Source: an optimization exercise on an open RTL-to-GDS flow (aim: small area and a short achievable clock period). Production flows keep margins and buffers that such runs may drop.
Only the layout flow was run in this run; the RTL was not checked for function there.

`design.v`:
```
module sqrt_16s (
    input         clk,
    input  [15:0] data_i,
    input         vld_i,
    output [15:0] data_o,
    output        vld_o
);
    wire [2:0] a1 = {1'b0, data_i[15:14]};
    wire [2:0] b1 = 3'b001;
    wire [2:0] g1_0 = ~a1 & b1;
    wire [2:0] p1_0 = ~(a1 ^ b1);
    wire g1_1_1 = g1_0[1] | (p1_0[1] & g1_0[0]);
    wire p1_1_1 = p1_0[1] & p1_0[0];
    wire g1_2_2 = g1_0[2] | (p1_0[2] & g1_1_1);
    wire p1_2_2 = p1_0[2] & p1_1_1;
    wire s1 = g1_2_2;
    wire [1:0] c1 = {g1_0[0], 1'b0};
    wire [1:0] r1 = a1[1:0] ^ ({2{~s1}} & (b1[1:0] ^ c1));
    wire [0:0] q1 = ~s1;
    wire [13:0] x1 = data_i[13:0];
    reg  [0:0] q_r1;
    always @(posedge clk) q_r1 <= q1;
    reg  [1:0] r_r1;
    always @(posedge clk) r_r1 <= r1;
    reg  [13:0] x_r1;
    always @(posedge clk) x_r1 <= x1;
    reg  [0:0] v_r1;
    always @(posedge clk) v_r1 <= vld_i;
    wire [3:0] a2 = {r_r1, x_r1[13:12]};
    wire [3:0] b2 = {1'b0, q_r1, 2'b01};
    wire [3:0] g2_0 = ~a2 & b2;
    wire [3:0] p2_0 = ~(a2 ^ b2);
    wire g2_1_1 = g2_0[1] | (p2_0[1] & g2_0[0]);
    wire p2_1_1 = p2_0[1] & p2_0[0];
    wire g2_1_3 = g2_0[3] | (p2_0[3] & g2_0[2]);
    wire p2_1_3 = p2_0[3] & p2_0[2];
    wire g2_2_2 = g2_0[2] | (p2_0[2] & g2_1_1);
    wire p2_2_2 = p2_0[2] & p2_1_1;
    wire g2_2_3 = g2_1_3 | (p2_1_3 & g2_1_1);
    wire p2_2_3 = p2_1_3 & p2_1_1;
    wire s2 = g2_2_3;
    wire [2:0] c2 = {g2_1_1, g2_0[0], 1'b0};
    wire [2:0] r2 = a2[2:0] ^ ({3{~s2}} & (b2[2:0] ^ c2));
    wire [1:0] q2 = {q_r1, ~s2};
    wire [11:0] x2 = x_r1[11:0];
    reg  [1:0] q_r2;
    always @(posedge clk) q_r2 <= q2;
    reg  [2:0] r_r2;
    always @(posedge clk) r_r2 <= r2;
    reg  [11:0] x_r2;
    always @(posedge clk) x_r2 <= x2;
    reg  [0:0] v_r2;
    always @(posedge clk) v_r2 <= v_r1;
    wire [4:0] a3 = {r_r2, x_r2[11:10]};
    wire [4:0] b3 = {1'b0, q_r2, 2'b01};
    wire [4:0] g3_0 = ~a3 & b3;
    wire [4:0] p3_0 = ~(a3 ^ b3);
    wire g3_1_1 = g3_0[1] | (p3_0[1] & g3_0[0]);
    wire p3_1_1 = p3_0[1] & p3_0[0];
    wire g3_1_3 = g3_0[3] | (p3_0[3] & g3_0[2]);
    wire p3_1_3 = p3_0[3] & p3_0[2];
    wire g3_2_2 = g3_0[2] | (p3_0[2] & g3_1_1);
    wire p3_2_2 = p3_0[2] & p3_1_1;
    wire g3_2_3 = g3_1_3 | (p3_1_3 & g3_1_1);
    wire p3_2_3 = p3_1_3 & p3_1_1;
    wire g3_3_4 = g3_0[4] | (p3_0[4] & g3_2_3);
    wire p3_3_4 = p3_0[4] & p3_2_3;
    wire s3 = g3_3_4;
    wire [3:0] c3 = {g3_2_2, g3_1_1, g3_0[0], 1'b0};
    wire [3:0] r3 = a3[3:0] ^ ({4{~s3}} & (b3[3:0] ^ c3));
    wire [2:0] q3 = {q_r2, ~s3};
    wire [9:0] x3 = x_r2[9:0];
    reg  [2:0] q_r3;
    always @(posedge clk) q_r3 <= q3;
    reg  [3:0] r_r3;
    always @(posedge clk) r_r3 <= r3;
    reg  [9:0] x_r3;
    always @(posedge clk) x_r3 <= x3;
    reg  [0:0] v_r3;
    always @(posedge clk) v_r3 <= v_r2;
    wire [5:0] a4 = {r_r3, x_r3[9:8]};
    wire [5:0] b4 = {1'b0, q_r3, 2'b01};
    wire [5:0] g4_0 = ~a4 & b4;
    wire [5:0] p4_0 = ~(a4 ^ b4);
    wire g4_1_1 = g4_0[1] | (p4_0[1] & g4_0[0]);
    wire p4_1_1 = p4_0[1] & p4_0[0];
    wire g4_1_3 = g4_0[3] | (p4_0[3] & g4_0[2]);
    wire p4_1_3 = p4_0[3] & p4_0[2];
    wire g4_1_5 = g4_0[5] | (p4_0[5] & g4_0[4]);
    wire p4_1_5 = p4_0[5] & p4_0[4];
    wire g4_2_2 = g4_0[2] | (p4_0[2] & g4_1_1);
    wire p4_2_2 = p4_0[2] & p4_1_1;
    wire g4_2_3 = g4_1_3 | (p4_1_3 & g4_1_1);
    wire p4_2_3 = p4_1_3 & p4_1_1;
    wire g4_3_4 = g4_0[4] | (p4_0[4] & g4_2_3);
    wire p4_3_4 = p4_0[4] & p4_2_3;
    wire g4_3_5 = g4_1_5 | (p4_1_5 & g4_2_3);
    wire p4_3_5 = p4_1_5 & p4_2_3;
    wire s4 = g4_3_5;
    wire [4:0] c4 = {g4_2_3, g4_2_2, g4_1_1, g4_0[0], 1'b0};
    wire [4:0] r4 = a4[4:0] ^ ({5{~s4}} & (b4[4:0] ^ c4));
    wire [3:0] q4 = {q_r3, ~s4};
    wire [7:0] x4 = x_r3[7:0];
    reg  [3:0] q_r4;
    always @(posedge clk) q_r4 <= q4;
    reg  [4:0] r_r4;
    always @(posedge clk) r_r4 <= r4;
    reg  [7:0] x_r4;
    always @(posedge clk) x_r4 <= x4;
    reg  [0:0] v_r4;
    always @(posedge clk) v_r4 <= v_r3;
    wire [6:0] a5 = {r_r4, x_r4[7:6]};
    wire [6:0] b5 = {1'b0, q_r4, 2'b01};
    wire [6:0] g5_0 = ~a5 & b5;
    wire [6:0] p5_0 = ~(a5 ^ b5);
    wire g5_1_1 = g5_0[1] | (p5_0[1] & g5_0[0]);
    wire p5_1_1 = p5_0[1] & p5_0[0];
    wire g5_1_3 = g5_0[3] | (p5_0[3] & g5_0[2]);
    wire p5_1_3 = p5_0[3] & p5_0[2];
    wire g5_1_5 = g5_0[5] | (p5_0[5] & g5_0[4]);
    wire p5_1_5 = p5_0[5] & p5_0[4];
    wire g5_2_2 = g5_0[2] | (p5_0[2] & g5_1_1);
    wire p5_2_2 = p5_0[2] & p5_1_1;
    wire g5_2_3 = g5_1_3 | (p5_1_3 & g5_1_1);
    wire p5_2_3 = p5_1_3 & p5_1_1;
    wire g5_2_6 = g5_0[6] | (p5_0[6] & g5_1_5);
    wire p5_2_6 = p5_0[6] & p5_1_5;
    wire g5_3_4 = g5_0[4] | (p5_0[4] & g5_2_3);
    wire p5_3_4 = p5_0[4] & p5_2_3;
    wire g5_3_5 = g5_1_5 | (p5_1_5 & g5_2_3);
    wire p5_3_5 = p5_1_5 & p5_2_3;
    wire g5_3_6 = g5_2_6 | (p5_2_6 & g5_2_3);
    wire p5_3_6 = p5_2_6 & p5_2_3;
    wire s5 = g5_3_6;
    wire [5:0] c5 = {g5_3_4, g5_2_3, g5_2_2, g5_1_1, g5_0[0], 1'b0};
    wire [5:0] r5 = a5[5:0] ^ ({6{~s5}} & (b5[5:0] ^ c5));
    wire [4:0] q5 = {q_r4, ~s5};
    wire [5:0] x5 = x_r4[5:0];
    reg  [4:0] q_r5;
    always @(posedge clk) q_r5 <= q5;
    reg  [5:0] r_r5;
    always @(posedge clk) r_r5 <= r5;
    reg  [5:0] x_r5;
    always @(posedge clk) x_r5 <= x5;
    reg  [0:0] v_r5;
    always @(posedge clk) v_r5 <= v_r4;
    wire [7:0] a6 = {r_r5, x_r5[5:4]};
    wire [7:0] b6 = {1'b0, q_r5, 2'b01};
    wire [7:0] g6_0 = ~a6 & b6;
    wire [7:0] p6_0 = ~(a6 ^ b6);
    wire g6_1_1 = g6_0[1] | (p6_0[1] & g6_0[0]);
    wire p6_1_1 = p6_0[1] & p6_0[0];
    wire g6_1_3 = g6_0[3] | (p6_0[3] & g6_0[2]);
    wire p6_1_3 = p6_0[3] & p6_0[2];
    wire g6_1_5 = g6_0[5] | (p6_0[5] & g6_0[4]);
    wire p6_1_5 = p6_0[5] & p6_0[4];
    wire g6_1_7 = g6_0[7] | (p6_0[7] & g6_0[6]);
    wire p6_1_7 = p6_0[7] & p6_0[6];
    wire g6_2_2 = g6_0[2] | (p6_0[2] & g6_1_1);
    wire p6_2_2 = p6_0[2] & p6_1_1;
    wire g6_2_3 = g6_1_3 | (p6_1_3 & g6_1_1);
    wire p6_2_3 = p6_1_3 & p6_1_1;
    wire g6_2_6 = g6_0[6] | (p6_0[6] & g6_1_5);
    wire p6_2_6 = p6_0[6] & p6_1_5;
    wire g6_2_7 = g6_1_7 | (p6_1_7 & g6_1_5);
    wire p6_2_7 = p6_1_7 & p6_1_5;
    wire g6_3_4 = g6_0[4] | (p6_0[4] & g6_2_3);
    wire p6_3_4 = p6_0[4] & p6_2_3;
    wire g6_3_5 = g6_1_5 | (p6_1_5 & g6_2_3);
    wire p6_3_5 = p6_1_5 & p6_2_3;
    wire g6_3_6 = g6_2_6 | (p6_2_6 & g6_2_3);
    wire p6_3_6 = p6_2_6 & p6_2_3;
    wire g6_3_7 = g6_2_7 | (p6_2_7 & g6_2_3);
    wire p6_3_7 = p6_2_7 & p6_2_3;
    wire s6 = g6_3_7;
    wire [6:0] c6 = {g6_3_5, g6_3_4, g6_2_3, g6_2_2, g6_1_1, g6_0[0], 1'b0};
    wire [6:0] r6 = a6[6:0] ^ ({7{~s6}} & (b6[6:0] ^ c6));
    wire [5:0] q6 = {q_r5, ~s6};
    wire [3:0] x6 = x_r5[3:0];
    reg  [5:0] q_r6;
    always @(posedge clk) q_r6 <= q6;
    reg  [6:0] r_r6;
    always @(posedge clk) r_r6 <= r6;
    reg  [3:0] x_r6;
    always @(posedge clk) x_r6 <= x6;
    reg  [0:0] v_r6;
    always @(posedge clk) v_r6 <= v_r5;
    wire [8:0] a7 = {r_r6, x_r6[3:2]};
    wire [8:0] b7 = {1'b0, q_r6, 2'b01};
    wire [8:0] g7_0 = ~a7 & b7;
    wire [8:0] p7_0 = ~(a7 ^ b7);
    wire g7_1_1 = g7_0[1] | (p7_0[1] & g7_0[0]);
    wire p7_1_1 = p7_0[1] & p7_0[0];
    wire g7_1_3 = g7_0[3] | (p7_0[3] & g7_0[2]);
    wire p7_1_3 = p7_0[3] & p7_0[2];
    wire g7_1_5 = g7_0[5] | (p7_0[5] & g7_0[4]);
    wire p7_1_5 = p7_0[5] & p7_0[4];
    wire g7_1_7 = g7_0[7] | (p7_0[7] & g7_0[6]);
    wire p7_1_7 = p7_0[7] & p7_0[6];
    wire g7_2_2 = g7_0[2] | (p7_0[2] & g7_1_1);
    wire p7_2_2 = p7_0[2] & p7_1_1;
    wire g7_2_3 = g7_1_3 | (p7_1_3 & g7_1_1);
    wire p7_2_3 = p7_1_3 & p7_1_1;
    wire g7_2_6 = g7_0[6] | (p7_0[6] & g7_1_5);
    wire p7_2_6 = p7_0[6] & p7_1_5;
    wire g7_2_7 = g7_1_7 | (p7_1_7 & g7_1_5);
    wire p7_2_7 = p7_1_7 & p7_1_5;
    wire g7_3_4 = g7_0[4] | (p7_0[4] & g7_2_3);
    wire p7_3_4 = p7_0[4] & p7_2_3;
    wire g7_3_5 = g7_1_5 | (p7_1_5 & g7_2_3);
    wire p7_3_5 = p7_1_5 & p7_2_3;
    wire g7_3_6 = g7_2_6 | (p7_2_6 & g7_2_3);
    wire p7_3_6 = p7_2_6 & p7_2_3;
    wire g7_3_7 = g7_2_7 | (p7_2_7 & g7_2_3);
    wire p7_3_7 = p7_2_7 & p7_2_3;
    wire g7_4_8 = g7_0[8] | (p7_0[8] & g7_3_7);
    wire p7_4_8 = p7_0[8] & p7_3_7;
    wire s7 = g7_4_8;
    wire [7:0] c7 = {g7_3_6, g7_3_5, g7_3_4, g7_2_3, g7_2_2, g7_1_1, g7_0[0], 1'b0};
    wire [7:0] r7 = a7[7:0] ^ ({8{~s7}} & (b7[7:0] ^ c7));
    wire [6:0] q7 = {q_r6, ~s7};
    wire [1:0] x7 = x_r6[1:0];
    reg  [6:0] q_r7;
    always @(posedge clk) q_r7 <= q7;
    reg  [7:0] r_r7;
    always @(posedge clk) r_r7 <= r7;
    reg  [1:0] x_r7;
    always @(posedge clk) x_r7 <= x7;
    reg  [0:0] v_r7;
    always @(posedge clk) v_r7 <= v_r6;
    wire [9:0] a8 = {r_r7, x_r7[1:0]};
    wire [9:0] b8 = {1'b0, q_r7, 2'b01};
    wire [9:0] g8_0 = ~a8 & b8;
    wire [9:0] p8_0 = ~(a8 ^ b8);
    wire g8_1_1 = g8_0[1] | (p8_0[1] & g8_0[0]);
    wire p8_1_1 = p8_0[1] & p8_0[0];
    wire g8_1_3 = g8_0[3] | (p8_0[3] & g8_0[2]);
    wire p8_1_3 = p8_0[3] & p8_0[2];
    wire g8_1_5 = g8_0[5] | (p8_0[5] & g8_0[4]);
    wire p8_1_5 = p8_0[5] & p8_0[4];
    wire g8_1_7 = g8_0[7] | (p8_0[7] & g8_0[6]);
    wire p8_1_7 = p8_0[7] & p8_0[6];
    wire g8_1_9 = g8_0[9] | (p8_0[9] & g8_0[8]);
    wire p8_1_9 = p8_0[9] & p8_0[8];
    wire g8_2_2 = g8_0[2] | (p8_0[2] & g8_1_1);
    wire p8_2_2 = p8_0[2] & p8_1_1;
    wire g8_2_3 = g8_1_3 | (p8_1_3 & g8_1_1);
    wire p8_2_3 = p8_1_3 & p8_1_1;
    wire g8_2_6 = g8_0[6] | (p8_0[6] & g8_1_5);
    wire p8_2_6 = p8_0[6] & p8_1_5;
    wire g8_2_7 = g8_1_7 | (p8_1_7 & g8_1_5);
    wire p8_2_7 = p8_1_7 & p8_1_5;
    wire g8_3_4 = g8_0[4] | (p8_0[4] & g8_2_3);
    wire p8_3_4 = p8_0[4] & p8_2_3;
    wire g8_3_5 = g8_1_5 | (p8_1_5 & g8_2_3);
    wire p8_3_5 = p8_1_5 & p8_2_3;
    wire g8_3_6 = g8_2_6 | (p8_2_6 & g8_2_3);
    wire p8_3_6 = p8_2_6 & p8_2_3;
    wire g8_3_7 = g8_2_7 | (p8_2_7 & g8_2_3);
    wire p8_3_7 = p8_2_7 & p8_2_3;
    wire g8_4_8 = g8_0[8] | (p8_0[8] & g8_3_7);
    wire p8_4_8 = p8_0[8] & p8_3_7;
    wire g8_4_9 = g8_1_9 | (p8_1_9 & g8_3_7);
    wire p8_4_9 = p8_1_9 & p8_3_7;
    wire s8 = g8_4_9;
    wire [8:0] c8 = {g8_3_7, g8_3_6, g8_3_5, g8_3_4, g8_2_3, g8_2_2, g8_1_1, g8_0[0], 1'b0};
    wire [8:0] r8 = a8[8:0] ^ ({9{~s8}} & (b8[8:0] ^ c8));
    wire [7:0] q8 = {q_r7, ~s8};
    reg  [7:0] q_r8;
    always @(posedge clk) q_r8 <= q8;
    reg  [8:0] r_r8;
    always @(posedge clk) r_r8 <= r8;
    reg  [0:0] v_r8;
    always @(posedge clk) v_r8 <= v_r7;
    wire [10:0] a9 = {r_r8, 2'b00};
    wire [10:0] b9 = {1'b0, q_r8, 2'b01};
    wire [10:0] g9_0 = ~a9 & b9;
    wire [10:0] p9_0 = ~(a9 ^ b9);
    wire g9_1_1 = g9_0[1] | (p9_0[1] & g9_0[0]);
    wire p9_1_1 = p9_0[1] & p9_0[0];
    wire g9_1_3 = g9_0[3] | (p9_0[3] & g9_0[2]);
    wire p9_1_3 = p9_0[3] & p9_0[2];
    wire g9_1_5 = g9_0[5] | (p9_0[5] & g9_0[4]);
    wire p9_1_5 = p9_0[5] & p9_0[4];
    wire g9_1_7 = g9_0[7] | (p9_0[7] & g9_0[6]);
    wire p9_1_7 = p9_0[7] & p9_0[6];
    wire g9_1_9 = g9_0[9] | (p9_0[9] & g9_0[8]);
    wire p9_1_9 = p9_0[9] & p9_0[8];
    wire g9_2_2 = g9_0[2] | (p9_0[2] & g9_1_1);
    wire p9_2_2 = p9_0[2] & p9_1_1;
    wire g9_2_3 = g9_1_3 | (p9_1_3 & g9_1_1);
    wire p9_2_3 = p9_1_3 & p9_1_1;
    wire g9_2_6 = g9_0[6] | (p9_0[6] & g9_1_5);
    wire p9_2_6 = p9_0[6] & p9_1_5;
    wire g9_2_7 = g9_1_7 | (p9_1_7 & g9_1_5);
    wire p9_2_7 = p9_1_7 & p9_1_5;
    wire g9_2_10 = g9_0[10] | (p9_0[10] & g9_1_9);
    wire p9_2_10 = p9_0[10] & p9_1_9;
    wire g9_3_4 = g9_0[4] | (p9_0[4] & g9_2_3);
    wire p9_3_4 = p9_0[4] & p9_2_3;
    wire g9_3_5 = g9_1_5 | (p9_1_5 & g9_2_3);
    wire p9_3_5 = p9_1_5 & p9_2_3;
    wire g9_3_6 = g9_2_6 | (p9_2_6 & g9_2_3);
    wire p9_3_6 = p9_2_6 & p9_2_3;
    wire g9_3_7 = g9_2_7 | (p9_2_7 & g9_2_3);
    wire p9_3_7 = p9_2_7 & p9_2_3;
    wire g9_4_8 = g9_0[8] | (p9_0[8] & g9_3_7);
    wire p9_4_8 = p9_0[8] & p9_3_7;
    wire g9_4_9 = g9_1_9 | (p9_1_9 & g9_3_7);
    wire p9_4_9 = p9_1_9 & p9_3_7;
    wire g9_4_10 = g9_2_10 | (p9_2_10 & g9_3_7);
    wire p9_4_10 = p9_2_10 & p9_3_7;
    wire s9 = g9_4_10;
    wire [9:0] c9 = {g9_4_8, g9_3_7, g9_3_6, g9_3_5, g9_3_4, g9_2_3, g9_2_2, g9_1_1, g9_0[0], 1'b0};
    wire [9:0] r9 = a9[9:0] ^ ({10{~s9}} & (b9[9:0] ^ c9));
    wire [8:0] q9 = {q_r8, ~s9};
    reg  [8:0] q_r9;
    always @(posedge clk) q_r9 <= q9;
    reg  [9:0] r_r9;
    always @(posedge clk) r_r9 <= r9;
    reg  [0:0] v_r9;
    always @(posedge clk) v_r9 <= v_r8;
    wire [11:0] a10 = {r_r9, 2'b00};
    wire [11:0] b10 = {1'b0, q_r9, 2'b01};
    wire [11:0] g10_0 = ~a10 & b10;
    wire [11:0] p10_0 = ~(a10 ^ b10);
    wire g10_1_1 = g10_0[1] | (p10_0[1] & g10_0[0]);
    wire p10_1_1 = p10_0[1] & p10_0[0];
    wire g10_1_3 = g10_0[3] | (p10_0[3] & g10_0[2]);
    wire p10_1_3 = p10_0[3] & p10_0[2];
    wire g10_1_5 = g10_0[5] | (p10_0[5] & g10_0[4]);
    wire p10_1_5 = p10_0[5] & p10_0[4];
    wire g10_1_7 = g10_0[7] | (p10_0[7] & g10_0[6]);
    wire p10_1_7 = p10_0[7] & p10_0[6];
    wire g10_1_9 = g10_0[9] | (p10_0[9] & g10_0[8]);
    wire p10_1_9 = p10_0[9] & p10_0[8];
    wire g10_1_11 = g10_0[11] | (p10_0[11] & g10_0[10]);
    wire p10_1_11 = p10_0[11] & p10_0[10];
    wire g10_2_2 = g10_0[2] | (p10_0[2] & g10_1_1);
    wire p10_2_2 = p10_0[2] & p10_1_1;
    wire g10_2_3 = g10_1_3 | (p10_1_3 & g10_1_1);
    wire p10_2_3 = p10_1_3 & p10_1_1;
    wire g10_2_6 = g10_0[6] | (p10_0[6] & g10_1_5);
    wire p10_2_6 = p10_0[6] & p10_1_5;
    wire g10_2_7 = g10_1_7 | (p10_1_7 & g10_1_5);
    wire p10_2_7 = p10_1_7 & p10_1_5;
    wire g10_2_10 = g10_0[10] | (p10_0[10] & g10_1_9);
    wire p10_2_10 = p10_0[10] & p10_1_9;
    wire g10_2_11 = g10_1_11 | (p10_1_11 & g10_1_9);
    wire p10_2_11 = p10_1_11 & p10_1_9;
    wire g10_3_4 = g10_0[4] | (p10_0[4] & g10_2_3);
    wire p10_3_4 = p10_0[4] & p10_2_3;
    wire g10_3_5 = g10_1_5 | (p10_1_5 & g10_2_3);
    wire p10_3_5 = p10_1_5 & p10_2_3;
    wire g10_3_6 = g10_2_6 | (p10_2_6 & g10_2_3);
    wire p10_3_6 = p10_2_6 & p10_2_3;
    wire g10_3_7 = g10_2_7 | (p10_2_7 & g10_2_3);
    wire p10_3_7 = p10_2_7 & p10_2_3;
    wire g10_4_8 = g10_0[8] | (p10_0[8] & g10_3_7);
    wire p10_4_8 = p10_0[8] & p10_3_7;
    wire g10_4_9 = g10_1_9 | (p10_1_9 & g10_3_7);
    wire p10_4_9 = p10_1_9 & p10_3_7;
    wire g10_4_10 = g10_2_10 | (p10_2_10 & g10_3_7);
    wire p10_4_10 = p10_2_10 & p10_3_7;
    wire g10_4_11 = g10_2_11 | (p10_2_11 & g10_3_7);
    wire p10_4_11 = p10_2_11 & p10_3_7;
    wire s10 = g10_4_11;
    wire [10:0] c10 = {g10_4_9, g10_4_8, g10_3_7, g10_3_6, g10_3_5, g10_3_4, g10_2_3, g10_2_2, g10_1_1, g10_0[0], 1'b0};
    wire [10:0] r10 = a10[10:0] ^ ({11{~s10}} & (b10[10:0] ^ c10));
    wire [9:0] q10 = {q_r9, ~s10};
    reg  [9:0] q_r10;
    always @(posedge clk) q_r10 <= q10;
    reg  [10:0] r_r10;
    always @(posedge clk) r_r10 <= r10;
    reg  [0:0] v_r10;
    always @(posedge clk) v_r10 <= v_r9;
    wire [12:0] a11 = {r_r10, 2'b00};
    wire [12:0] b11 = {1'b0, q_r10, 2'b01};
    wire [12:0] g11_0 = ~a11 & b11;
    wire [12:0] p11_0 = ~(a11 ^ b11);
    wire g11_1_1 = g11_0[1] | (p11_0[1] & g11_0[0]);
    wire p11_1_1 = p11_0[1] & p11_0[0];
    wire g11_1_3 = g11_0[3] | (p11_0[3] & g11_0[2]);
    wire p11_1_3 = p11_0[3] & p11_0[2];
    wire g11_1_5 = g11_0[5] | (p11_0[5] & g11_0[4]);
    wire p11_1_5 = p11_0[5] & p11_0[4];
    wire g11_1_7 = g11_0[7] | (p11_0[7] & g11_0[6]);
    wire p11_1_7 = p11_0[7] & p11_0[6];
    wire g11_1_9 = g11_0[9] | (p11_0[9] & g11_0[8]);
    wire p11_1_9 = p11_0[9] & p11_0[8];
    wire g11_1_11 = g11_0[11] | (p11_0[11] & g11_0[10]);
    wire p11_1_11 = p11_0[11] & p11_0[10];
    wire g11_2_2 = g11_0[2] | (p11_0[2] & g11_1_1);
    wire p11_2_2 = p11_0[2] & p11_1_1;
    wire g11_2_3 = g11_1_3 | (p11_1_3 & g11_1_1);
    wire p11_2_3 = p11_1_3 & p11_1_1;
    wire g11_2_6 = g11_0[6] | (p11_0[6] & g11_1_5);
    wire p11_2_6 = p11_0[6] & p11_1_5;
    wire g11_2_7 = g11_1_7 | (p11_1_7 & g11_1_5);
    wire p11_2_7 = p11_1_7 & p11_1_5;
    wire g11_2_10 = g11_0[10] | (p11_0[10] & g11_1_9);
    wire p11_2_10 = p11_0[10] & p11_1_9;
    wire g11_2_11 = g11_1_11 | (p11_1_11 & g11_1_9);
    wire p11_2_11 = p11_1_11 & p11_1_9;
    wire g11_3_4 = g11_0[4] | (p11_0[4] & g11_2_3);
    wire p11_3_4 = p11_0[4] & p11_2_3;
    wire g11_3_5 = g11_1_5 | (p11_1_5 & g11_2_3);
    wire p11_3_5 = p11_1_5 & p11_2_3;
    wire g11_3_6 = g11_2_6 | (p11_2_6 & g11_2_3);
    wire p11_3_6 = p11_2_6 & p11_2_3;
    wire g11_3_7 = g11_2_7 | (p11_2_7 & g11_2_3);
    wire p11_3_7 = p11_2_7 & p11_2_3;
    wire g11_3_12 = g11_0[12] | (p11_0[12] & g11_2_11);
    wire p11_3_12 = p11_0[12] & p11_2_11;
    wire g11_4_8 = g11_0[8] | (p11_0[8] & g11_3_7);
    wire p11_4_8 = p11_0[8] & p11_3_7;
    wire g11_4_9 = g11_1_9 | (p11_1_9 & g11_3_7);
    wire p11_4_9 = p11_1_9 & p11_3_7;
    wire g11_4_10 = g11_2_10 | (p11_2_10 & g11_3_7);
    wire p11_4_10 = p11_2_10 & p11_3_7;
    wire g11_4_11 = g11_2_11 | (p11_2_11 & g11_3_7);
    wire p11_4_11 = p11_2_11 & p11_3_7;
    wire g11_4_12 = g11_3_12 | (p11_3_12 & g11_3_7);
    wire p11_4_12 = p11_3_12 & p11_3_7;
    wire s11 = g11_4_12;
    wire [11:0] c11 = {g11_4_10, g11_4_9, g11_4_8, g11_3_7, g11_3_6, g11_3_5, g11_3_4, g11_2_3, g11_2_2, g11_1_1, g11_0[0], 1'b0};
    wire [11:0] r11 = a11[11:0] ^ ({12{~s11}} & (b11[11:0] ^ c11));
    wire [10:0] q11 = {q_r10, ~s11};
    reg  [10:0] q_r11;
    always @(posedge clk) q_r11 <= q11;
    reg  [11:0] r_r11;
    always @(posedge clk) r_r11 <= r11;
    reg  [0:0] v_r11;
    always @(posedge clk) v_r11 <= v_r10;
    wire [13:0] a12 = {r_r11, 2'b00};
    wire [13:0] b12 = {1'b0, q_r11, 2'b01};
    wire [13:0] g12_0 = ~a12 & b12;
    wire [13:0] p12_0 = ~(a12 ^ b12);
    wire g12_1_1 = g12_0[1] | (p12_0[1] & g12_0[0]);
    wire p12_1_1 = p12_0[1] & p12_0[0];
    wire g12_1_3 = g12_0[3] | (p12_0[3] & g12_0[2]);
    wire p12_1_3 = p12_0[3] & p12_0[2];
    wire g12_1_5 = g12_0[5] | (p12_0[5] & g12_0[4]);
    wire p12_1_5 = p12_0[5] & p12_0[4];
    wire g12_1_7 = g12_0[7] | (p12_0[7] & g12_0[6]);
    wire p12_1_7 = p12_0[7] & p12_0[6];
    wire g12_1_9 = g12_0[9] | (p12_0[9] & g12_0[8]);
    wire p12_1_9 = p12_0[9] & p12_0[8];
    wire g12_1_11 = g12_0[11] | (p12_0[11] & g12_0[10]);
    wire p12_1_11 = p12_0[11] & p12_0[10];
    wire g12_1_13 = g12_0[13] | (p12_0[13] & g12_0[12]);
    wire p12_1_13 = p12_0[13] & p12_0[12];
    wire g12_2_2 = g12_0[2] | (p12_0[2] & g12_1_1);
    wire p12_2_2 = p12_0[2] & p12_1_1;
    wire g12_2_3 = g12_1_3 | (p12_1_3 & g12_1_1);
    wire p12_2_3 = p12_1_3 & p12_1_1;
    wire g12_2_6 = g12_0[6] | (p12_0[6] & g12_1_5);
    wire p12_2_6 = p12_0[6] & p12_1_5;
    wire g12_2_7 = g12_1_7 | (p12_1_7 & g12_1_5);
    wire p12_2_7 = p12_1_7 & p12_1_5;
    wire g12_2_10 = g12_0[10] | (p12_0[10] & g12_1_9);
    wire p12_2_10 = p12_0[10] & p12_1_9;
    wire g12_2_11 = g12_1_11 | (p12_1_11 & g12_1_9);
    wire p12_2_11 = p12_1_11 & p12_1_9;
    wire g12_3_4 = g12_0[4] | (p12_0[4] & g12_2_3);
    wire p12_3_4 = p12_0[4] & p12_2_3;
    wire g12_3_5 = g12_1_5 | (p12_1_5 & g12_2_3);
    wire p12_3_5 = p12_1_5 & p12_2_3;
    wire g12_3_6 = g12_2_6 | (p12_2_6 & g12_2_3);
    wire p12_3_6 = p12_2_6 & p12_2_3;
    wire g12_3_7 = g12_2_7 | (p12_2_7 & g12_2_3);
    wire p12_3_7 = p12_2_7 & p12_2_3;
    wire g12_3_12 = g12_0[12] | (p12_0[12] & g12_2_11);
    wire p12_3_12 = p12_0[12] & p12_2_11;
    wire g12_3_13 = g12_1_13 | (p12_1_13 & g12_2_11);
    wire p12_3_13 = p12_1_13 & p12_2_11;
    wire g12_4_8 = g12_0[8] | (p12_0[8] & g12_3_7);
    wire p12_4_8 = p12_0[8] & p12_3_7;
    wire g12_4_9 = g12_1_9 | (p12_1_9 & g12_3_7);
    wire p12_4_9 = p12_1_9 & p12_3_7;
    wire g12_4_10 = g12_2_10 | (p12_2_10 & g12_3_7);
    wire p12_4_10 = p12_2_10 & p12_3_7;
    wire g12_4_11 = g12_2_11 | (p12_2_11 & g12_3_7);
    wire p12_4_11 = p12_2_11 & p12_3_7;
    wire g12_4_12 = g12_3_12 | (p12_3_12 & g12_3_7);
    wire p12_4_12 = p12_3_12 & p12_3_7;
    wire g12_4_13 = g12_3_13 | (p12_3_13 & g12_3_7);
    wire p12_4_13 = p12_3_13 & p12_3_7;
    wire s12 = g12_4_13;
    wire [12:0] c12 = {g12_4_11, g12_4_10, g12_4_9, g12_4_8, g12_3_7, g12_3_6, g12_3_5, g12_3_4, g12_2_3, g12_2_2, g12_1_1, g12_0[0], 1'b0};
    wire [12:0] r12 = a12[12:0] ^ ({13{~s12}} & (b12[12:0] ^ c12));
    wire [11:0] q12 = {q_r11, ~s12};
    reg  [11:0] q_r12;
    always @(posedge clk) q_r12 <= q12;
    reg  [12:0] r_r12;
    always @(posedge clk) r_r12 <= r12;
    reg  [0:0] v_r12;
    always @(posedge clk) v_r12 <= v_r11;
    wire [14:0] a13 = {r_r12, 2'b00};
    wire [14:0] b13 = {1'b0, q_r12, 2'b01};
    wire [14:0] g13_0 = ~a13 & b13;
    wire [14:0] p13_0 = ~(a13 ^ b13);
    wire g13_1_1 = g13_0[1] | (p13_0[1] & g13_0[0]);
    wire p13_1_1 = p13_0[1] & p13_0[0];
    wire g13_1_3 = g13_0[3] | (p13_0[3] & g13_0[2]);
    wire p13_1_3 = p13_0[3] & p13_0[2];
    wire g13_1_5 = g13_0[5] | (p13_0[5] & g13_0[4]);
    wire p13_1_5 = p13_0[5] & p13_0[4];
    wire g13_1_7 = g13_0[7] | (p13_0[7] & g13_0[6]);
    wire p13_1_7 = p13_0[7] & p13_0[6];
    wire g13_1_9 = g13_0[9] | (p13_0[9] & g13_0[8]);
    wire p13_1_9 = p13_0[9] & p13_0[8];
    wire g13_1_11 = g13_0[11] | (p13_0[11] & g13_0[10]);
    wire p13_1_11 = p13_0[11] & p13_0[10];
    wire g13_1_13 = g13_0[13] | (p13_0[13] & g13_0[12]);
    wire p13_1_13 = p13_0[13] & p13_0[12];
    wire g13_2_2 = g13_0[2] | (p13_0[2] & g13_1_1);
    wire p13_2_2 = p13_0[2] & p13_1_1;
    wire g13_2_3 = g13_1_3 | (p13_1_3 & g13_1_1);
    wire p13_2_3 = p13_1_3 & p13_1_1;
    wire g13_2_6 = g13_0[6] | (p13_0[6] & g13_1_5);
    wire p13_2_6 = p13_0[6] & p13_1_5;
    wire g13_2_7 = g13_1_7 | (p13_1_7 & g13_1_5);
    wire p13_2_7 = p13_1_7 & p13_1_5;
    wire g13_2_10 = g13_0[10] | (p13_0[10] & g13_1_9);
    wire p13_2_10 = p13_0[10] & p13_1_9;
    wire g13_2_11 = g13_1_11 | (p13_1_11 & g13_1_9);
    wire p13_2_11 = p13_1_11 & p13_1_9;
    wire g13_2_14 = g13_0[14] | (p13_0[14] & g13_1_13);
    wire p13_2_14 = p13_0[14] & p13_1_13;
    wire g13_3_4 = g13_0[4] | (p13_0[4] & g13_2_3);
    wire p13_3_4 = p13_0[4] & p13_2_3;
    wire g13_3_5 = g13_1_5 | (p13_1_5 & g13_2_3);
    wire p13_3_5 = p13_1_5 & p13_2_3;
    wire g13_3_6 = g13_2_6 | (p13_2_6 & g13_2_3);
    wire p13_3_6 = p13_2_6 & p13_2_3;
    wire g13_3_7 = g13_2_7 | (p13_2_7 & g13_2_3);
    wire p13_3_7 = p13_2_7 & p13_2_3;
    wire g13_3_12 = g13_0[12] | (p13_0[12] & g13_2_11);
    wire p13_3_12 = p13_0[12] & p13_2_11;
    wire g13_3_13 = g13_1_13 | (p13_1_13 & g13_2_11);
    wire p13_3_13 = p13_1_13 & p13_2_11;
    wire g13_3_14 = g13_2_14 | (p13_2_14 & g13_2_11);
    wire p13_3_14 = p13_2_14 & p13_2_11;
    wire g13_4_8 = g13_0[8] | (p13_0[8] & g13_3_7);
    wire p13_4_8 = p13_0[8] & p13_3_7;
    wire g13_4_9 = g13_1_9 | (p13_1_9 & g13_3_7);
    wire p13_4_9 = p13_1_9 & p13_3_7;
    wire g13_4_10 = g13_2_10 | (p13_2_10 & g13_3_7);
    wire p13_4_10 = p13_2_10 & p13_3_7;
    wire g13_4_11 = g13_2_11 | (p13_2_11 & g13_3_7);
    wire p13_4_11 = p13_2_11 & p13_3_7;
    wire g13_4_12 = g13_3_12 | (p13_3_12 & g13_3_7);
    wire p13_4_12 = p13_3_12 & p13_3_7;
    wire g13_4_13 = g13_3_13 | (p13_3_13 & g13_3_7);
    wire p13_4_13 = p13_3_13 & p13_3_7;
    wire g13_4_14 = g13_3_14 | (p13_3_14 & g13_3_7);
    wire p13_4_14 = p13_3_14 & p13_3_7;
    wire s13 = g13_4_14;
    wire [13:0] c13 = {g13_4_12, g13_4_11, g13_4_10, g13_4_9, g13_4_8, g13_3_7, g13_3_6, g13_3_5, g13_3_4, g13_2_3, g13_2_2, g13_1_1, g13_0[0], 1'b0};
    wire [13:0] r13 = a13[13:0] ^ ({14{~s13}} & (b13[13:0] ^ c13));
    wire [12:0] q13 = {q_r12, ~s13};
    reg  [12:0] q_r13;
    always @(posedge clk) q_r13 <= q13;
    reg  [13:0] r_r13;
    always @(posedge clk) r_r13 <= r13;
    reg  [0:0] v_r13;
    always @(posedge clk) v_r13 <= v_r12;
    wire [15:0] a14 = {r_r13, 2'b00};
    wire [15:0] b14 = {1'b0, q_r13, 2'b01};
    wire [15:0] g14_0 = ~a14 & b14;
    wire [15:0] p14_0 = ~(a14 ^ b14);
    wire g14_1_1 = g14_0[1] | (p14_0[1] & g14_0[0]);
    wire p14_1_1 = p14_0[1] & p14_0[0];
    wire g14_1_3 = g14_0[3] | (p14_0[3] & g14_0[2]);
    wire p14_1_3 = p14_0[3] & p14_0[2];
    wire g14_1_5 = g14_0[5] | (p14_0[5] & g14_0[4]);
    wire p14_1_5 = p14_0[5] & p14_0[4];
    wire g14_1_7 = g14_0[7] | (p14_0[7] & g14_0[6]);
    wire p14_1_7 = p14_0[7] & p14_0[6];
    wire g14_1_9 = g14_0[9] | (p14_0[9] & g14_0[8]);
    wire p14_1_9 = p14_0[9] & p14_0[8];
    wire g14_1_11 = g14_0[11] | (p14_0[11] & g14_0[10]);
    wire p14_1_11 = p14_0[11] & p14_0[10];
    wire g14_1_13 = g14_0[13] | (p14_0[13] & g14_0[12]);
    wire p14_1_13 = p14_0[13] & p14_0[12];
    wire g14_1_15 = g14_0[15] | (p14_0[15] & g14_0[14]);
    wire p14_1_15 = p14_0[15] & p14_0[14];
    wire g14_2_2 = g14_0[2] | (p14_0[2] & g14_1_1);
    wire p14_2_2 = p14_0[2] & p14_1_1;
    wire g14_2_3 = g14_1_3 | (p14_1_3 & g14_1_1);
    wire p14_2_3 = p14_1_3 & p14_1_1;
    wire g14_2_6 = g14_0[6] | (p14_0[6] & g14_1_5);
    wire p14_2_6 = p14_0[6] & p14_1_5;
    wire g14_2_7 = g14_1_7 | (p14_1_7 & g14_1_5);
    wire p14_2_7 = p14_1_7 & p14_1_5;
    wire g14_2_10 = g14_0[10] | (p14_0[10] & g14_1_9);
    wire p14_2_10 = p14_0[10] & p14_1_9;
    wire g14_2_11 = g14_1_11 | (p14_1_11 & g14_1_9);
    wire p14_2_11 = p14_1_11 & p14_1_9;
    wire g14_2_14 = g14_0[14] | (p14_0[14] & g14_1_13);
    wire p14_2_14 = p14_0[14] & p14_1_13;
    wire g14_2_15 = g14_1_15 | (p14_1_15 & g14_1_13);
    wire p14_2_15 = p14_1_15 & p14_1_13;
    wire g14_3_4 = g14_0[4] | (p14_0[4] & g14_2_3);
    wire p14_3_4 = p14_0[4] & p14_2_3;
    wire g14_3_5 = g14_1_5 | (p14_1_5 & g14_2_3);
    wire p14_3_5 = p14_1_5 & p14_2_3;
    wire g14_3_6 = g14_2_6 | (p14_2_6 & g14_2_3);
    wire p14_3_6 = p14_2_6 & p14_2_3;
    wire g14_3_7 = g14_2_7 | (p14_2_7 & g14_2_3);
    wire p14_3_7 = p14_2_7 & p14_2_3;
    wire g14_3_12 = g14_0[12] | (p14_0[12] & g14_2_11);
    wire p14_3_12 = p14_0[12] & p14_2_11;
    wire g14_3_13 = g14_1_13 | (p14_1_13 & g14_2_11);
    wire p14_3_13 = p14_1_13 & p14_2_11;
    wire g14_3_14 = g14_2_14 | (p14_2_14 & g14_2_11);
    wire p14_3_14 = p14_2_14 & p14_2_11;
    wire g14_3_15 = g14_2_15 | (p14_2_15 & g14_2_11);
    wire p14_3_15 = p14_2_15 & p14_2_11;
    wire g14_4_8 = g14_0[8] | (p14_0[8] & g14_3_7);
    wire p14_4_8 = p14_0[8] & p14_3_7;
    wire g14_4_9 = g14_1_9 | (p14_1_9 & g14_3_7);
    wire p14_4_9 = p14_1_9 & p14_3_7;
    wire g14_4_10 = g14_2_10 | (p14_2_10 & g14_3_7);
    wire p14_4_10 = p14_2_10 & p14_3_7;
    wire g14_4_11 = g14_2_11 | (p14_2_11 & g14_3_7);
    wire p14_4_11 = p14_2_11 & p14_3_7;
    wire g14_4_12 = g14_3_12 | (p14_3_12 & g14_3_7);
    wire p14_4_12 = p14_3_12 & p14_3_7;
    wire g14_4_13 = g14_3_13 | (p14_3_13 & g14_3_7);
    wire p14_4_13 = p14_3_13 & p14_3_7;
    wire g14_4_14 = g14_3_14 | (p14_3_14 & g14_3_7);
    wire p14_4_14 = p14_3_14 & p14_3_7;
    wire g14_4_15 = g14_3_15 | (p14_3_15 & g14_3_7);
    wire p14_4_15 = p14_3_15 & p14_3_7;
    wire s14 = g14_4_15;
    wire [14:0] c14 = {g14_4_13, g14_4_12, g14_4_11, g14_4_10, g14_4_9, g14_4_8, g14_3_7, g14_3_6, g14_3_5, g14_3_4, g14_2_3, g14_2_2, g14_1_1, g14_0[0], 1'b0};
    wire [14:0] r14 = a14[14:0] ^ ({15{~s14}} & (b14[14:0] ^ c14));
    wire [13:0] q14 = {q_r13, ~s14};
    reg  [13:0] q_r14;
    always @(posedge clk) q_r14 <= q14;
    reg  [14:0] r_r14;
    always @(posedge clk) r_r14 <= r14;
    reg  [0:0] v_r14;
    always @(posedge clk) v_r14 <= v_r13;
    wire [16:0] a15 = {r_r14, 2'b00};
    wire [16:0] b15 = {1'b0, q_r14, 2'b01};
    wire [16:0] g15_0 = ~a15 & b15;
    wire [16:0] p15_0 = ~(a15 ^ b15);
    wire g15_1_1 = g15_0[1] | (p15_0[1] & g15_0[0]);
    wire p15_1_1 = p15_0[1] & p15_0[0];
    wire g15_1_3 = g15_0[3] | (p15_0[3] & g15_0[2]);
    wire p15_1_3 = p15_0[3] & p15_0[2];
    wire g15_1_5 = g15_0[5] | (p15_0[5] & g15_0[4]);
    wire p15_1_5 = p15_0[5] & p15_0[4];
    wire g15_1_7 = g15_0[7] | (p15_0[7] & g15_0[6]);
    wire p15_1_7 = p15_0[7] & p15_0[6];
    wire g15_1_9 = g15_0[9] | (p15_0[9] & g15_0[8]);
    wire p15_1_9 = p15_0[9] & p15_0[8];
    wire g15_1_11 = g15_0[11] | (p15_0[11] & g15_0[10]);
    wire p15_1_11 = p15_0[11] & p15_0[10];
    wire g15_1_13 = g15_0[13] | (p15_0[13] & g15_0[12]);
    wire p15_1_13 = p15_0[13] & p15_0[12];
    wire g15_1_15 = g15_0[15] | (p15_0[15] & g15_0[14]);
    wire p15_1_15 = p15_0[15] & p15_0[14];
    wire g15_2_2 = g15_0[2] | (p15_0[2] & g15_1_1);
    wire p15_2_2 = p15_0[2] & p15_1_1;
    wire g15_2_3 = g15_1_3 | (p15_1_3 & g15_1_1);
    wire p15_2_3 = p15_1_3 & p15_1_1;
    wire g15_2_6 = g15_0[6] | (p15_0[6] & g15_1_5);
    wire p15_2_6 = p15_0[6] & p15_1_5;
    wire g15_2_7 = g15_1_7 | (p15_1_7 & g15_1_5);
    wire p15_2_7 = p15_1_7 & p15_1_5;
    wire g15_2_10 = g15_0[10] | (p15_0[10] & g15_1_9);
    wire p15_2_10 = p15_0[10] & p15_1_9;
    wire g15_2_11 = g15_1_11 | (p15_1_11 & g15_1_9);
    wire p15_2_11 = p15_1_11 & p15_1_9;
    wire g15_2_14 = g15_0[14] | (p15_0[14] & g15_1_13);
    wire p15_2_14 = p15_0[14] & p15_1_13;
    wire g15_2_15 = g15_1_15 | (p15_1_15 & g15_1_13);
    wire p15_2_15 = p15_1_15 & p15_1_13;
    wire g15_3_4 = g15_0[4] | (p15_0[4] & g15_2_3);
    wire p15_3_4 = p15_0[4] & p15_2_3;
    wire g15_3_5 = g15_1_5 | (p15_1_5 & g15_2_3);
    wire p15_3_5 = p15_1_5 & p15_2_3;
    wire g15_3_6 = g15_2_6 | (p15_2_6 & g15_2_3);
    wire p15_3_6 = p15_2_6 & p15_2_3;
    wire g15_3_7 = g15_2_7 | (p15_2_7 & g15_2_3);
    wire p15_3_7 = p15_2_7 & p15_2_3;
    wire g15_3_12 = g15_0[12] | (p15_0[12] & g15_2_11);
    wire p15_3_12 = p15_0[12] & p15_2_11;
    wire g15_3_13 = g15_1_13 | (p15_1_13 & g15_2_11);
    wire p15_3_13 = p15_1_13 & p15_2_11;
    wire g15_3_14 = g15_2_14 | (p15_2_14 & g15_2_11);
    wire p15_3_14 = p15_2_14 & p15_2_11;
    wire g15_3_15 = g15_2_15 | (p15_2_15 & g15_2_11);
    wire p15_3_15 = p15_2_15 & p15_2_11;
    wire g15_4_8 = g15_0[8] | (p15_0[8] & g15_3_7);
    wire p15_4_8 = p15_0[8] & p15_3_7;
    wire g15_4_9 = g15_1_9 | (p15_1_9 & g15_3_7);
    wire p15_4_9 = p15_1_9 & p15_3_7;
    wire g15_4_10 = g15_2_10 | (p15_2_10 & g15_3_7);
    wire p15_4_10 = p15_2_10 & p15_3_7;
    wire g15_4_11 = g15_2_11 | (p15_2_11 & g15_3_7);
    wire p15_4_11 = p15_2_11 & p15_3_7;
    wire g15_4_12 = g15_3_12 | (p15_3_12 & g15_3_7);
    wire p15_4_12 = p15_3_12 & p15_3_7;
    wire g15_4_13 = g15_3_13 | (p15_3_13 & g15_3_7);
    wire p15_4_13 = p15_3_13 & p15_3_7;
    wire g15_4_14 = g15_3_14 | (p15_3_14 & g15_3_7);
    wire p15_4_14 = p15_3_14 & p15_3_7;
    wire g15_4_15 = g15_3_15 | (p15_3_15 & g15_3_7);
    wire p15_4_15 = p15_3_15 & p15_3_7;
    wire g15_5_16 = g15_0[16] | (p15_0[16] & g15_4_15);
    wire p15_5_16 = p15_0[16] & p15_4_15;
    wire s15 = g15_5_16;
    wire [15:0] c15 = {g15_4_14, g15_4_13, g15_4_12, g15_4_11, g15_4_10, g15_4_9, g15_4_8, g15_3_7, g15_3_6, g15_3_5, g15_3_4, g15_2_3, g15_2_2, g15_1_1, g15_0[0], 1'b0};
    wire [15:0] r15 = a15[15:0] ^ ({16{~s15}} & (b15[15:0] ^ c15));
    wire [14:0] q15 = {q_r14, ~s15};
    reg  [14:0] q_r15;
    always @(posedge clk) q_r15 <= q15;
    reg  [15:0] r_r15;
    always @(posedge clk) r_r15 <= r15;
    reg  [0:0] v_r15;
    always @(posedge clk) v_r15 <= v_r14;
    wire [17:0] a16 = {r_r15, 2'b00};
    wire [17:0] b16 = {1'b0, q_r15, 2'b01};
    wire [17:0] g16_0 = ~a16 & b16;
    wire [17:0] p16_0 = ~(a16 ^ b16);
    wire g16_1_1 = g16_0[1] | (p16_0[1] & g16_0[0]);
    wire p16_1_1 = p16_0[1] & p16_0[0];
    wire g16_1_3 = g16_0[3] | (p16_0[3] & g16_0[2]);
    wire p16_1_3 = p16_0[3] & p16_0[2];
    wire g16_1_5 = g16_0[5] | (p16_0[5] & g16_0[4]);
    wire p16_1_5 = p16_0[5] & p16_0[4];
    wire g16_1_7 = g16_0[7] | (p16_0[7] & g16_0[6]);
    wire p16_1_7 = p16_0[7] & p16_0[6];
    wire g16_1_9 = g16_0[9] | (p16_0[9] & g16_0[8]);
    wire p16_1_9 = p16_0[9] & p16_0[8];
    wire g16_1_11 = g16_0[11] | (p16_0[11] & g16_0[10]);
    wire p16_1_11 = p16_0[11] & p16_0[10];
    wire g16_1_13 = g16_0[13] | (p16_0[13] & g16_0[12]);
    wire p16_1_13 = p16_0[13] & p16_0[12];
    wire g16_1_15 = g16_0[15] | (p16_0[15] & g16_0[14]);
    wire p16_1_15 = p16_0[15] & p16_0[14];
    wire g16_1_17 = g16_0[17] | (p16_0[17] & g16_0[16]);
    wire p16_1_17 = p16_0[17] & p16_0[16];
    wire g16_2_2 = g16_0[2] | (p16_0[2] & g16_1_1);
    wire p16_2_2 = p16_0[2] & p16_1_1;
    wire g16_2_3 = g16_1_3 | (p16_1_3 & g16_1_1);
    wire p16_2_3 = p16_1_3 & p16_1_1;
    wire g16_2_6 = g16_0[6] | (p16_0[6] & g16_1_5);
    wire p16_2_6 = p16_0[6] & p16_1_5;
    wire g16_2_7 = g16_1_7 | (p16_1_7 & g16_1_5);
    wire p16_2_7 = p16_1_7 & p16_1_5;
    wire g16_2_10 = g16_0[10] | (p16_0[10] & g16_1_9);
    wire p16_2_10 = p16_0[10] & p16_1_9;
    wire g16_2_11 = g16_1_11 | (p16_1_11 & g16_1_9);
    wire p16_2_11 = p16_1_11 & p16_1_9;
    wire g16_2_14 = g16_0[14] | (p16_0[14] & g16_1_13);
    wire p16_2_14 = p16_0[14] & p16_1_13;
    wire g16_2_15 = g16_1_15 | (p16_1_15 & g16_1_13);
    wire p16_2_15 = p16_1_15 & p16_1_13;
    wire g16_3_4 = g16_0[4] | (p16_0[4] & g16_2_3);
    wire p16_3_4 = p16_0[4] & p16_2_3;
    wire g16_3_5 = g16_1_5 | (p16_1_5 & g16_2_3);
    wire p16_3_5 = p16_1_5 & p16_2_3;
    wire g16_3_6 = g16_2_6 | (p16_2_6 & g16_2_3);
    wire p16_3_6 = p16_2_6 & p16_2_3;
    wire g16_3_7 = g16_2_7 | (p16_2_7 & g16_2_3);
    wire p16_3_7 = p16_2_7 & p16_2_3;
    wire g16_3_12 = g16_0[12] | (p16_0[12] & g16_2_11);
    wire p16_3_12 = p16_0[12] & p16_2_11;
    wire g16_3_13 = g16_1_13 | (p16_1_13 & g16_2_11);
    wire p16_3_13 = p16_1_13 & p16_2_11;
    wire g16_3_14 = g16_2_14 | (p16_2_14 & g16_2_11);
    wire p16_3_14 = p16_2_14 & p16_2_11;
    wire g16_3_15 = g16_2_15 | (p16_2_15 & g16_2_11);
    wire p16_3_15 = p16_2_15 & p16_2_11;
    wire g16_4_8 = g16_0[8] | (p16_0[8] & g16_3_7);
    wire p16_4_8 = p16_0[8] & p16_3_7;
    wire g16_4_9 = g16_1_9 | (p16_1_9 & g16_3_7);
    wire p16_4_9 = p16_1_9 & p16_3_7;
    wire g16_4_10 = g16_2_10 | (p16_2_10 & g16_3_7);
    wire p16_4_10 = p16_2_10 & p16_3_7;
    wire g16_4_11 = g16_2_11 | (p16_2_11 & g16_3_7);
    wire p16_4_11 = p16_2_11 & p16_3_7;
    wire g16_4_12 = g16_3_12 | (p16_3_12 & g16_3_7);
    wire p16_4_12 = p16_3_12 & p16_3_7;
    wire g16_4_13 = g16_3_13 | (p16_3_13 & g16_3_7);
    wire p16_4_13 = p16_3_13 & p16_3_7;
    wire g16_4_14 = g16_3_14 | (p16_3_14 & g16_3_7);
    wire p16_4_14 = p16_3_14 & p16_3_7;
    wire g16_4_15 = g16_3_15 | (p16_3_15 & g16_3_7);
    wire p16_4_15 = p16_3_15 & p16_3_7;
    wire g16_5_16 = g16_0[16] | (p16_0[16] & g16_4_15);
    wire p16_5_16 = p16_0[16] & p16_4_15;
    wire g16_5_17 = g16_1_17 | (p16_1_17 & g16_4_15);
    wire p16_5_17 = p16_1_17 & p16_4_15;
    wire s16 = g16_5_17;
    wire [15:0] q16 = {q_r15, ~s16};
    reg  [15:0] q_r16;
    always @(posedge clk) q_r16 <= q16;
    reg  [0:0] v_r16;
    always @(posedge clk) v_r16 <= v_r15;
    assign data_o = q_r16;
    assign vld_o  = v_r16;
endmodule
```
`run.sh`:
```
#!/bin/bash
# synth_recipe.tcl (not shown) runs the flow's synth.tcl, then flattens the netlist and writes it again
# the make line also repeats each setting of config.mk as NAME=value (left out here)
make -C /OpenROAD-flow-scripts/flow DESIGN_CONFIG=/design/flow/config.mk WORK_HOME=/design/flow/orfs CLKGATE_MAP_FILE= SYNTH_SCRIPT=/design/flow/synth_recipe.tcl finish
```
`config.mk`:
```
export PLATFORM = sky130hd
export DESIGN_NAME = sqrt_16s
export DESIGN_NICKNAME = sqrt_16s
export VERILOG_FILES = /design/flow/design.v
export SDC_FILE = /design/flow/constraint.sdc
export NUM_CORES = 4
export LEC_CHECK = 0
export ABC_AREA = 1
export CAP_MARGIN = 20
export CORE_MARGIN = 2
export CORE_UTILIZATION = 40
export SLEW_MARGIN = 20
```
`constraint.sdc`:
```
create_clock -name core_clock -period 3.0 [get_ports {clk}]
set_input_delay 0.6000 -clock core_clock [delete_from_list [all_inputs] [get_ports {clk}]]
set_output_delay 0.6000 -clock core_clock [all_outputs]
set_load 0.01 [all_outputs]
```
==> flow_summary.ini <==
[sta]
tightestPinTransition_ns = 0.5439
finalClockSkew_ns = 0.02462
final.setup.tns_ns = 0
setup_viol = 0
finalHoldViolations = 0
maxSlewViolCount = 0
slew_headroom_pct = 63.70
rsz0062_at_grt = no
fin_crit_sh_pct = 72.07
fin_ws_ns = 0.8378
layout_min_cycle_time_ns = 2.162
fmax_mhz = 462.5

[worst_hold_path]
hold_path.startpoint = x_r1[10]$_DFF_P_
whs_path_depth = 0
hold_end = x_r2[10]$_DFF_P_
hold_path_class = reg2reg

[global_route]
grt_pass1_wl_mm = 38.15
grt_pass1_vias = 9473
grt_antenna_before_repair = 0
grt_overflow = 0
grt_max_degree = 28
grt_usage_pct = 12.60

[layout]
post_route_cells_drive_above_1_share_pct = 6.423
fin_util_pct = 46.94
syn2layout_area_growth_pct = 15.61
finalNetCount = 1804
diodes = 0
nFillCells = 3147
final_common_cell = nand2_1
mostFrequentLayoutCells = 445 x nand2_1, 329 x dfxtp_1, 271 x inv_1

[run_status]
status = timing/DRC/antenna clean

[critical_path]
crit_chain = inv_1, ha_1, nand2_1, nand2_1, nand2_1, nand2_1, nand2_1, nand2_1, nor2_1, buf_4, nand3_1, nand2_1, nand2_1
arrival_ns = 2.55
slowest_delay_ns = 0.41
required_ns = 3.39
worst-path-buf-inv = 2
crit_family = simple AND/OR/NAND/NOR gates
r2r_end = r_r14[12]$_DFF_P_
slowest_stage = nor2_1
r2r_slack_ns = 0.84
path_class = reg2reg
reg2reg_from = r_r13[7]$_DFF_P_
crit_cells = 13
reg2reg_depth = 13
critPathCaptureType = flop
start_kind = flop
crit_fanout = 13
crit_path_start = r_r13[7]$_DFF_P_
crit_top_cell = nand2_1

[yosys]
ys_ff_latch = 329
ys_top_cells_by_area = dfxtp_1 48%, nand2_1 12%, ha_1 11%
syn_inst = 1605
synth_top_area_share_pct = 48.49
synth_area_mm2 = 0.01358
syn_avg_cell_area_um2 = 8.462
synth_flop_cell = dfxtp_1
syn_nets = 1737
synthDistinctLibCells = 34
synthArstFlopShare_pct = 0
yosys_warnings = 1
synth_top_area_cell = dfxtp_1
yosysSeqAreaShare_pct = 48.49
synth_edf_count = 0

[floorplanning]
initial_core_util_pct = 40.61
ios = 35
rows = 67
dieWidth_um = 188.3
die_y_um = 188.3
die_area_mm2 = 0.03544
core_area_mm2 = 0.03345

[clocking]
post-cts-setup-buffer-count = 0
cts_resized = 0
numClockSinks = 329
cts_buffers = 38
cts_tree = built
ctsLongestPathBuffers = 3
htree_num_levels = 2
clockRootBuffer = clkbuf_16
path_clk_slew_ns = 0.06
clkLatencyLatePin_ns = 0.51
postCtsHoldBufs = 0

[job]
cap_violations = 0

[placement]
numPortBuffers = 34
place_ws_ns = 0.8052
place_congestion = 0.8221
hpwl_mm = 16.29

[detailed_routing]
vias_per_cell = 4.457
drt_pass1_iterations = 5
dr.first_iter.drc_count = 223
drt-wirelength-per-cell_um = 9.951
post-route-drc-count = 0
final_antenna_net_count = 0
vias = 9561
routed_wl_mm = 21.34
## per-stage QoR
step | hold slack (ns) | std cells | cell area (um^2)
2_1_floorplan | 0.3096 | 1605 | 13580
3_3_place_gp | 0.3104 | 2080 | 14400
3_5_place_dp | 0.3121 | 2080 | 14400
4_1_cts | 0.3192 | 2145 | 15700
5_1_grt | 0.3253 | 2145 | 15700
6_report | 0.3202 | 2145 | 15700
## cell usage after synthesis (all sizes together) (3+ instances only)
cell    count
ha        114
o21bai      4
xor2       82
inv       276
or2         6
xnor2       7
a21o        3
a21oi      59
nor2       65
buf         8
nor3        4
nand4      42
nand3b     38
dfxtp     329
nand2     459
o21ai      11
nand3      92
## final cells by class
type,count,area [um^2],area share [%]
multi-input combinational,992,5873,37.41
clock buffer,45,1017,6.479
sequential,329,6586,41.95
inverter,276,1036,6.598
timing repair buffer,35,347.8,2.215
tap,448,560.5,3.570
clock inverter,20,280.3,1.785
## routing by layer
metal / wire, um / GRT usage (%) / vias to the layer above
met3: 775 / 2.421 / 57
met5: 0 / 0 / -
li1: - / - / 5161
met2: 10950 / 25.05 / 112
met4: 796 / 5.784 / 0
met1: 8819 / 12.43 / 4231
## kinds of logic (layout without fill, tap and decap cells)
family,Yosys count,after routing,share of synthesized area [%]
and+or+nand+nor,706,706,23.28
DFF,329,329,48.49
buffers and inverters,284,376,8.264
adders and majority gates,114,114,10.50
xor gates and xnor gates,89,89,5.739
AOI/OAI and AO/OA,83,83,3.722
## how the worst max path moves through the flow
stage / slack (ns) / end
after CTS: 0.79 / r_r14[8]$_DFF_P_
after global placement: 0.87 / r_r14[8]$_DFF_P_
final: 0.84 / r_r14[12]$_DFF_P_
after floorplan: 1.26 / r_r8[1]$_DFF_P_
after global routing: 0.56 / r_r14[14]$_DFF_P_
after detailed placement: 0.81 / r_r14[8]$_DFF_P_
## state kept, by name, indices dropped and copies added (netlist names), 11 cells and up
register  cells
q_r14        14
r_r12        11
q_r12        12
r_r13        12
x_r2         12
x_r1         14
r_r15        14
q_r13        13
r_r14        13
q_r15        15
q_r11        11
q_r16        16

separate check: timing with driven ports:
The results above use ideal ports. As a check the final layout listed here was re-extracted and re-timed, cells and wires unchanged.
Step 1, drivers: a clkbuf_16 drives clk and a buf_2 each remaining input, both assumed.
Step 2 adds t to the input delays and takes it off the output delays; t is the mean of the earliest and latest rising clock arrival at the registers after step 1. Input paths then give back, and output paths get back, about the clock's delay inside the block.
a / b / c = ideal / step 1 / step 2; a / b = the first two.
t (ns): 0.548
setup WS [ns]: 0.838 / 0.838 / 0.838
worst register clock-pin slew, ns: 0.06 / 0.06
cell pins on the clock port's net: 1
After both steps this run still meets setup and hold. For this run, drivers alone change the setup slack by 0.000 ns; drivers and shift together by 0.000 ns.
